Context: an optimization exercise on an open-source flow, tuned for small area. The choices shown serve that exercise and are no tape-out recipe.
The RTL was checked by simulation tests, not by an equivalence proof against the original design.
Power is estimated from default activity; no workload was simulated.

==> flow/design.v (excerpt) <==
module FloatingPointAdder(
	input wire [26 : 0] in_1,
	input wire [26 : 0] in_2,
	input wire clk_pll,
	output wire [26 : 0] out
    );
Size in the first run: roughly 74 flip-flops, ~82 I/O pins, about 4800 sq um of cells after synthesis.
export LEC_CHECK = 0
export CAP_MARGIN = 20
export CORE_MARGIN = 2
export CORE_UTILIZATION = 60
export CTS_BUF_LIST = sky130_fd_sc_hd__clkbuf_8
export SLEW_MARGIN = 20
create_clock -name core_clock -period 5.5 [get_ports {clk_pll}]
standard.sh (not shown) runs the stock make flow with config.mk's settings and CLKGATE_MAP_FILE= SYNTH_SCRIPT=/design/flow/synth_recipe.tcl, a recipe that flattens the netlist after the stock synthesis.
==> flow/flow/run.sh <==
#!/bin/bash
# Standard ORFS layout with these changes:
#  - port buffers use the smallest buffer cell (buf_1);
#  - clock tree of clkbuf_8 cells, without dummy balancing loads;
#  - adders use Yosys's default Brent-Kung carry network, not Kogge-Stone;
#  - no full/half-adder cell extraction; ABC maps all logic with the
#    area-oriented script flow/area.abc.
# Synthesis is the standard flow's own script (synth_recipe.tcl) with only the ABC call
# changed; registers are unchanged.
set -e
W=$PWD
sed 's|^  log_cmd abc {\*}\$abc_args$|  log_cmd abc -script $::env(MY_ABC_SCRIPT) {*}[lrange $abc_args 2 end]|' \
  $FLOW_HOME/scripts/synth.tcl > $W/synth_mod.tcl
grep -q MY_ABC_SCRIPT $W/synth_mod.tcl
sed "s|source \$::env(SCRIPTS_DIR)/synth.tcl|source $W/synth_mod.tcl|" synth_recipe.tcl > $W/flow_synth.tcl
grep -q synth_mod.tcl $W/flow_synth.tcl
sed "s|SYNTH_SCRIPT=[^ ]*|SYNTH_SCRIPT=$W/flow_synth.tcl|" standard.sh > $W/flow_standard.sh
grep -q flow_synth.tcl $W/flow_standard.sh
export MY_ABC_SCRIPT=$W/flow/area.abc
export BUFFER_PORTS_ARGS="-buffer_cell sky130_fd_sc_hd__buf_1"
export SYNTH_OPERATIONS_ARGS="-nofsm"
export ADDER_MAP_FILE=
export CTS_ARGS='-sink_clustering_enable -repair_clock_nets -buf_list sky130_fd_sc_hd__clkbuf_8 -dont_use_dummy_load'
bash $W/flow_standard.sh > $W/standard.log 2>&1
==> flow/flow/area.abc <==
strash
balance -l
resub -K 6 -l
rewrite -l
resub -K 6 -N 2 -l
refactor -l
resub -K 8 -l
balance -l
resub -K 8 -N 2 -l
rewrite -l
resub -K 10 -l
rewrite -z -l
resub -K 10 -N 2 -l
balance -l
resub -K 12 -l
refactor -z -l
resub -K 12 -N 2 -l
rewrite -z -l
balance -l
dch -f
amap
topo
stime -c
Rerun with:
--- a/flow/flow/run.sh
+++ b/flow/flow/run.sh
@@ -3,3 +3,3 @@
 #  - port buffers use the smallest buffer cell (buf_1);
-#  - clock tree of clkbuf_8 cells, without dummy balancing loads;
+#  - clock tree of clkbuf_4 cells, without dummy balancing loads;
 #  - adders use Yosys's default Brent-Kung carry network, not Kogge-Stone;
@@ -22,3 +22,3 @@
 export ADDER_MAP_FILE=
-export CTS_ARGS='-sink_clustering_enable -repair_clock_nets -buf_list sky130_fd_sc_hd__clkbuf_8 -dont_use_dummy_load'
+export CTS_ARGS='-sink_clustering_enable -repair_clock_nets -buf_list sky130_fd_sc_hd__clkbuf_4 -dont_use_dummy_load'
 bash $W/flow_standard.sh > $W/standard.log 2>&1
--- a/flow/flow/area.abc
+++ b/flow/flow/area.abc
@@ -20,3 +20,3 @@
 dch -f
-amap
+amap -F 2
 topo
Settings changed: CORE_UTILIZATION 60 to 55, CTS_BUF_LIST sky130_fd_sc_hd__clkbuf_8 to sky130_fd_sc_hd__clkbuf_4.
Result: The new run passed the timing, design-rule and antenna checks; flip-flop and latch count stays the same; worst setup slack got worse by 22 ps; maximum frequency falls by 0.43%; final area falls by 3.9%; hold slack got worse by 20 ps; synthesized area falls by 3.9%; final cell count falls by 2.8%.
Rerun with:
Settings changed: CORE_UTILIZATION 55 to 65.
Result:
- worst setup slack gets better by 26 ps
- power grows by 1.2%
- count of clock-buffer cells in the layout does not change
- utilization grows by 13 points
Rerun with:
--- a/flow/flow/area.abc
+++ b/flow/flow/area.abc
@@ -19,4 +19,4 @@
 balance -l
-dch -f
-amap -F 2
+dch
+amap
 topo
Settings changed: CORE_UTILIZATION 65 to 60.
Outcome:
- power decreases by a few percent
- wire length increases by a few percent
- synthesized area increases slightly
- core utilization decreases by 7.7 points

* * *

## run A
FloatingPointAdder, a different RTL version from the one above (not shown whole).
For scale: ~78 flip-flops, ~82 I/O pins, about 0.0049 sq mm of cells after synthesis.
Settings: LEC_CHECK=0, CAP_MARGIN=20, CORE_MARGIN=2, CORE_UTILIZATION=60, CTS_BUF_LIST=sky130_fd_sc_hd__clkbuf_4 sky130_fd_sc_hd__clkbuf_8, SLEW_MARGIN=20; clock period 5.5 ns.
==> flow/flow/run.sh <==
#!/bin/bash
# Standard ORFS layout with these changes:
#  - port buffers use the smallest buffer cell (buf_1);
#  - adders use Yosys's default Brent-Kung carry network, not Kogge-Stone;
#  - no full/half-adder cell extraction; ABC maps all logic with the
#    area-oriented script flow/area.abc.
# Synthesis is the standard flow's own script (synth_recipe.tcl) with only the ABC call
# changed; registers are unchanged.
set -e
W=$PWD
sed 's|^  log_cmd abc {\*}\$abc_args$|  log_cmd abc -script $::env(MY_ABC_SCRIPT) {*}[lrange $abc_args 2 end]|' \
  $FLOW_HOME/scripts/synth.tcl > $W/synth_mod.tcl
grep -q MY_ABC_SCRIPT $W/synth_mod.tcl
sed "s|source \$::env(SCRIPTS_DIR)/synth.tcl|source $W/synth_mod.tcl|" synth_recipe.tcl > $W/flow_synth.tcl
grep -q synth_mod.tcl $W/flow_synth.tcl
sed "s|SYNTH_SCRIPT=[^ ]*|SYNTH_SCRIPT=$W/flow_synth.tcl|" standard.sh > $W/flow_standard.sh
grep -q flow_synth.tcl $W/flow_standard.sh
export MY_ABC_SCRIPT=$W/flow/area.abc
export BUFFER_PORTS_ARGS="-buffer_cell sky130_fd_sc_hd__buf_1"
export SYNTH_OPERATIONS_ARGS="-nofsm"
export ADDER_MAP_FILE=
bash $W/flow_standard.sh > $W/standard.log 2>&1
==> flow/flow/area.abc <==
strash
balance -l
resub -K 6 -l
rewrite -l
resub -K 6 -N 2 -l
refactor -l
resub -K 8 -l
balance -l
resub -K 8 -N 2 -l
rewrite -l
resub -K 10 -l
rewrite -z -l
resub -K 10 -N 2 -l
balance -l
resub -K 12 -l
refactor -z -l
resub -K 12 -N 2 -l
rewrite -z -l
balance -l
dch -f
amap
topo
stime -c
Looking at the reports, run A completed the entire flow and the layout it produced met the timing, design-rule and antenna checks.
Here is what was changed in the inputs of run B compared with run A.
diff --git a/flow/config.mk b/flow/config.mk
--- a/flow/config.mk
+++ b/flow/config.mk
@@ -9,4 +9,7 @@
 export CORE_MARGIN = 2
-export CORE_UTILIZATION = 60
-export CTS_BUF_LIST = sky130_fd_sc_hd__clkbuf_4 sky130_fd_sc_hd__clkbuf_8
+export CORE_UTILIZATION = 70
+export CTS_BUF_LIST = sky130_fd_sc_hd__clkbuf_8
+export CTS_CLUSTER_DIAMETER = 100
+export CTS_CLUSTER_SIZE = 40
+export PLACE_DENSITY = 0.75
 export SLEW_MARGIN = 20
Results
Layout checks on run B: not met. Flow itself completed; violations: negative setup slack. Between run B and run A, it is run B whose global-route wire length before repair is higher, by 2.4 mm. Of run A and run B, run B shows the higher synthesis-to-layout area growth, with run A below it. From run A to run B the numbers moved as follows: setup slack now sits lower, effective utilization at floorplan now sits higher, area share of and/or/nand/nor cells after synthesis now sits at about the same level. Multi-input logic area was higher in the run labelled run B. Compare run A and run B | via count lower: run A. Compared with run A, run B shows a higher hold slack.
## Diff of input files: run C against run B
diff --git a/flow/flow/run.sh b/flow/flow/run.sh
--- a/flow/flow/run.sh
+++ b/flow/flow/run.sh
@@ -3,2 +3,3 @@
 #  - port buffers use the smallest buffer cell (buf_1);
+#  - clock tree of clkbuf_4 cells, without dummy balancing loads;
 #  - adders use Yosys's default Brent-Kung carry network, not Kogge-Stone;
@@ -21,2 +22,3 @@
 export ADDER_MAP_FILE=
+export CTS_ARGS="-sink_clustering_enable -repair_clock_nets -buf_list sky130_fd_sc_hd__clkbuf_4 -dont_use_dummy_load"
 bash $W/flow_standard.sh > $W/standard.log 2>&1
diff --git a/flow/config.mk b/flow/config.mk
--- a/flow/config.mk
+++ b/flow/config.mk
@@ -9,7 +9,4 @@
 export CORE_MARGIN = 2
-export CORE_UTILIZATION = 70
-export CTS_BUF_LIST = sky130_fd_sc_hd__clkbuf_8
-export CTS_CLUSTER_DIAMETER = 100
-export CTS_CLUSTER_SIZE = 40
-export PLACE_DENSITY = 0.75
+export CORE_UTILIZATION = 60
+export CTS_BUF_LIST = sky130_fd_sc_hd__clkbuf_4
 export SLEW_MARGIN = 20
==> comparison <==
Run B ran in full, but the layout does not pass; the checks complain about negative setup slack. Run C finished every stage and its layout cleared the timing, design-rule and antenna checks. Taking run B as the reference point, the sum of net half-perimeters after detailed placement of run C falls by 0.34%. Run C ended with less met1 track utilization from global routing than run B. In run C the number of well taps turned out 9.4% higher than in run B. The part of the cycle the worst path needs reported for run C is smaller than that of run B by 11 points. Summary of run C over run B: power consumed by sequential cells went down, number of filler cells placed in the layout went up 341, wire length of the first global-routing pass dropped about 12%.
The following lists how run D was set up differently from run C:
diff --git a/flow/flow/run.sh b/flow/flow/run.sh
--- a/flow/flow/run.sh
+++ b/flow/flow/run.sh
@@ -22,3 +22,3 @@
 export ADDER_MAP_FILE=
-export CTS_ARGS="-sink_clustering_enable -repair_clock_nets -buf_list sky130_fd_sc_hd__clkbuf_4 -dont_use_dummy_load"
+export CTS_ARGS='-sink_clustering_enable -repair_clock_nets -buf_list {sky130_fd_sc_hd__clkbuf_4 sky130_fd_sc_hd__clkbuf_8} -root_buf sky130_fd_sc_hd__clkbuf_8 -dont_use_dummy_load'
 bash $W/flow_standard.sh > $W/standard.log 2>&1
Results
In summary, run D completed successfully, with a layout that passed the timing, design-rule and antenna checks. The post-cts gate resize count in run D sits 2 above the value recorded for run C. Delta(met1 capacity usage during global routing, run D - run C) < 0. The run showing the smaller layout-stage area growth over the synthesis result is run C. When the final numbers for run C and run D were put side by side, the power after layout turned out to be greater in run D. Run D — non-clock buffer count 1 higher, run C as reference. Run D — total vias in the final route 0.36% higher, run C as reference. Relative to run C, first-pass GRT wire length has gone down in run D. Summary of the comparison: switching share of total power is lower in run D, relative to run C.

* * *

north:
Starting RTL as in the previous note.
## FloatingPointAdder
module FloatingPointAdder(
	input wire [26 : 0] in_1,
	input wire [26 : 0] in_2,
	input wire clk_pll,
	output wire [26 : 0] out
    );
export LEC_CHECK = 0
export CAP_MARGIN = 20
export CORE_MARGIN = 2
export CORE_UTILIZATION = 60
export CTS_BUF_LIST = sky130_fd_sc_hd__clkbuf_4
export PLACE_DENSITY = 0.7
export SLEW_MARGIN = 20
create_clock -name core_clock -period 5.5 [get_ports {clk_pll}]
==> flow/flow/run.sh <==
#!/bin/bash
# Standard ORFS layout with these changes:
#  - port buffers use the smallest buffer cell (buf_1);
#  - clock tree of clkbuf_4 cells, without dummy balancing loads;
#  - adders use Yosys's default Brent-Kung carry network, not Kogge-Stone;
#  - no full/half-adder cell extraction; ABC maps all logic with the
#    area-oriented script flow/area.abc.
# Synthesis is the standard flow's own script (synth_recipe.tcl) with only the ABC call
# changed; registers are unchanged.
set -e
W=$PWD
sed 's|^  log_cmd abc {\*}\$abc_args$|  log_cmd abc -script $::env(MY_ABC_SCRIPT) {*}[lrange $abc_args 2 end]|' \
  $FLOW_HOME/scripts/synth.tcl > $W/synth_mod.tcl
grep -q MY_ABC_SCRIPT $W/synth_mod.tcl
sed "s|source \$::env(SCRIPTS_DIR)/synth.tcl|source $W/synth_mod.tcl|" synth_recipe.tcl > $W/flow_synth.tcl
grep -q synth_mod.tcl $W/flow_synth.tcl
sed "s|SYNTH_SCRIPT=[^ ]*|SYNTH_SCRIPT=$W/flow_synth.tcl|" standard.sh > $W/flow_standard.sh
grep -q flow_synth.tcl $W/flow_standard.sh
export MY_ABC_SCRIPT=$W/flow/area.abc
export BUFFER_PORTS_ARGS="-buffer_cell sky130_fd_sc_hd__buf_1"
export SYNTH_OPERATIONS_ARGS="-nofsm"
export ADDER_MAP_FILE=
export CTS_ARGS="-sink_clustering_enable -repair_clock_nets -buf_list sky130_fd_sc_hd__clkbuf_4 -dont_use_dummy_load"
bash $W/flow_standard.sh > $W/standard.log 2>&1
Scripts as last shown in full above: flow/flow/area.abc
north completed; timing, DRC and antenna clean
Modified inputs, south compared to north
Settings: CTS_BUF_LIST removed (was sky130_fd_sc_hd__clkbuf_4); PLACE_DENSITY removed (was 0.7); CORE_UTILIZATION changed from 60 to 40.
==> flow/run.sh (new file) <==
#!/bin/bash
# synth_recipe.tcl (not shown) runs the flow's synth.tcl, then flattens the netlist and writes it again
# the make line also repeats each setting of config.mk as NAME=value (left out here)
make -C /OpenROAD-flow-scripts/flow DESIGN_CONFIG=/design/flow/config.mk WORK_HOME=/design/flow/orfs CLKGATE_MAP_FILE= SYNTH_SCRIPT=/design/flow/synth_recipe.tcl finish
removed: flow/flow/run.sh
removed: flow/flow/area.abc
removed: flow/standard.sh
Notes after the runs:
The end point of the critical path comes out p1_small[0]$_SDFF_PP0_ in one run and p2_sign$_DFF_P_ in the other, namely in south and north respectively. Number of standard cells in the final layout excluding fillers in south is 213 above north. Measured against each other, north and south differ in initial core utilization, the higher figure coming from north. south vs north, post-synthesis net count went up by about 23%. For north, the cell with the largest stage delay on the worst path was dfxtp_2, unlike south, where it was xnor2_1. Compared with north, south degrades total leakage power. north → south: area added between synthesis and finish climbed 5.0 points, part of the total power dissipated in combinational logic climbed 5.3 points, number of inverters outside the clock class in the layout dropped about 22%.
The inputs of east differ from those of south as listed below.
Settings: swapping 40 for 60 in CORE_UTILIZATION; putting CTS_BUF_LIST at sky130_fd_sc_hd__clkbuf_4 sky130_fd_sc_hd__clkbuf_8 where nothing was set.
==> flow/flow/run.sh (new file) <==
#!/bin/bash
# Standard ORFS layout with these changes:
#  - port buffers use the smallest buffer cell (buf_1);
#  - adders use Yosys's default Brent-Kung carry network, not Kogge-Stone;
#  - ABC maps with the area-oriented script flow/area.abc.
# Synthesis is the standard flow's own script (synth_recipe.tcl) with only the ABC call
# changed; registers are unchanged.
set -e
W=$PWD
sed 's|^  log_cmd abc {\*}\$abc_args$|  log_cmd abc -script $::env(MY_ABC_SCRIPT) {*}[lrange $abc_args 2 end]|' \
  $FLOW_HOME/scripts/synth.tcl > $W/synth_mod.tcl
grep -q MY_ABC_SCRIPT $W/synth_mod.tcl
sed "s|source \$::env(SCRIPTS_DIR)/synth.tcl|source $W/synth_mod.tcl|" synth_recipe.tcl > $W/flow_synth.tcl
grep -q synth_mod.tcl $W/flow_synth.tcl
sed "s|SYNTH_SCRIPT=[^ ]*|SYNTH_SCRIPT=$W/flow_synth.tcl|" standard.sh > $W/flow_standard.sh
grep -q flow_synth.tcl $W/flow_standard.sh
export MY_ABC_SCRIPT=$W/flow/area.abc
export BUFFER_PORTS_ARGS="-buffer_cell sky130_fd_sc_hd__buf_1"
export SYNTH_OPERATIONS_ARGS="-nofsm"
bash $W/flow_standard.sh > $W/standard.log 2>&1
==> flow/flow/area.abc (new file) <==
strash
&get -n
&fraig -x
&put
scorr
dc2
strash
&get -n
&dch -f
&nf
&put
topo
stime -c
==> flow/standard.sh (new file) <==
#!/bin/bash
# synth_recipe.tcl (not shown) runs the flow's synth.tcl, then flattens the netlist and writes it again
# the make line also repeats each setting of config.mk as NAME=value (left out here)
make -C /OpenROAD-flow-scripts/flow DESIGN_CONFIG=/design/flow/config.mk WORK_HOME=/design/flow/orfs CLKGATE_MAP_FILE= SYNTH_SCRIPT=/design/flow/synth_recipe.tcl "${@:-finish}"
removed: flow/run.sh
Findings:
south went all the way through the flow, and no timing, DRC or antenna check failed.
Having completed the whole flow, east delivered a layout that passed the timing, design-rule and antenna checks.
Taking south as the reference, in east final worst hold slack up 0.0068 ns; number of cells in the finished layout apart from fillers lower; total sequential power picked up an extra about 1%; multi-input combinational gate total moved down; DRC violation count after routing barely changed.
Diff south and east: share of the yosys chip area belonging to registers higher in east
On clock network fraction of design power: between south and east, it ends up higher for south.
Taking south as the reference, in east met3 capacity usage during global routing saw an increase; share of power burned in combinational logic went down by 2.7 points; post-synthesis share of cell area spent on xor and xnor gates now sits lower.
## Diff of input files: west against east
Settings: changing CTS_BUF_LIST from sky130_fd_sc_hd__clkbuf_4 sky130_fd_sc_hd__clkbuf_8 to sky130_fd_sc_hd__clkbuf_4.
-- flow/flow/run.sh --
<<< east, line 3
#  - port buffers use the smallest buffer cell (buf_1);
#  - adders use Yosys's default Brent-Kung carry network, not Kogge-Stone;
#  - ABC maps with the area-oriented script flow/area.abc.
# Synthesis is the standard flow's own script (synth_recipe.tcl) with only the ABC call
>>> west, line 3
#  - port buffers use the smallest buffer cell (buf_1);
#  - clock tree of clkbuf_4 cells, without dummy balancing loads;
#  - adders use Yosys's default Brent-Kung carry network, not Kogge-Stone;
#  - no full/half-adder cell extraction; ABC maps all logic with the
#    area-oriented script flow/area.abc.
# Synthesis is the standard flow's own script (synth_recipe.tcl) with only the ABC call
<<< east, line 19
export SYNTH_OPERATIONS_ARGS="-nofsm"
bash $W/flow_standard.sh > $W/standard.log 2>&1
>>> west, line 21
export SYNTH_OPERATIONS_ARGS="-nofsm"
export ADDER_MAP_FILE=
export CTS_ARGS='-sink_clustering_enable -repair_clock_nets -buf_list sky130_fd_sc_hd__clkbuf_4 -sink_buffer_max_cap_derate 0.6 -dont_use_dummy_load'
bash $W/flow_standard.sh > $W/standard.log 2>&1
==> flow/flow/area.abc <==
strash
balance -l
resub -K 6 -l
rewrite -l
resub -K 6 -N 2 -l
refactor -l
resub -K 8 -l
balance -l
resub -K 8 -N 2 -l
rewrite -l
resub -K 10 -l
rewrite -z -l
resub -K 10 -N 2 -l
balance -l
resub -K 12 -l
refactor -z -l
resub -K 12 -N 2 -l
rewrite -z -l
balance -l
dch -f
amap
topo
stime -c
NOTE: global-route usage in west exceeds that of east. west: total design power about 25% below east. Between east and west, buffer share of cell area increased. Against east as the reference, west delivers a higher setup slack of the critical path after layout.

port drivers added, routing unchanged:
How much do the figures lean on ideal ports? The routed layouts below were timed once more, with nothing changed but the port constraints.
Step 1 assumes that a clkbuf_16 drives the clock port and a buf_2 every other input.
Step 2 moves the port delays by t, midway between the first and last clock arrival at a register: inputs arrive t later, outputs are due t later. That takes back most of the time a late clock gives input paths.
Three values: ideal ports, drivers, drivers and shift; two values: the first two.
run | shift t [ns] | setup WS [ns] | worst setup path at the end | latest minus earliest clock arrival (ns) | slew at the worst register clock pin (ns)
the first run of note 1 | 0.358 | 0.483 / 0.452 / 0.171 | input to register | 0.023 / 0.024 | 0.08 / 0.08
the second run of note 1 | 0.425 | 0.461 / 0.471 / 0.046 | input to register | 0.044 / 0.044 | 0.12 / 0.12
the third run of note 1 | 0.411 | 0.487 / 0.487 / 0.118 | input to register | 0.034 / 0.034 | 0.12 / 0.12
the fourth run of note 1 | 0.405 | 0.388 / 0.395 / -0.010 | input to register | 0.032 / 0.032 | 0.11 / 0.11
run A | 0.371 | 0.387 / 0.387 / 0.103 | input to register | 0.009 / 0.009 | 0.08 / 0.08
run B | 0.392 | -0.173 / -0.173 / -0.173 | register to register | 0.016 / 0.016 | 0.09 / 0.09
run C | 0.427 | 0.433 / 0.433 / 0.099 | input to register | 0.043 / 0.043 | 0.12 / 0.12
run D | 0.359 | 0.361 / 0.361 / 0.097 | input to register | 0.027 / 0.027 | 0.08 / 0.08
north | 0.427 | 0.433 / 0.433 / 0.099 | input to register | 0.043 / 0.043 | 0.12 / 0.12
south | 0.371 | 0.631 / 0.604 / 0.276 | input to register | 0.005 / 0.006 | 0.06 / 0.06
east | 0.365 | 0.428 / 0.422 / 0.056 | input to register | 0.010 / 0.009 | 0.08 / 0.08
west | 0.427 | 0.433 / 0.433 / 0.099 | input to register | 0.043 / 0.043 | 0.12 / 0.12
With both steps, setup timing fails in the fourth run of note 1, where it was met with ideal ports. The setup slack of the second run of note 1, which loses most, moves by +0.010 ns with the drivers and by -0.415 ns with both steps.
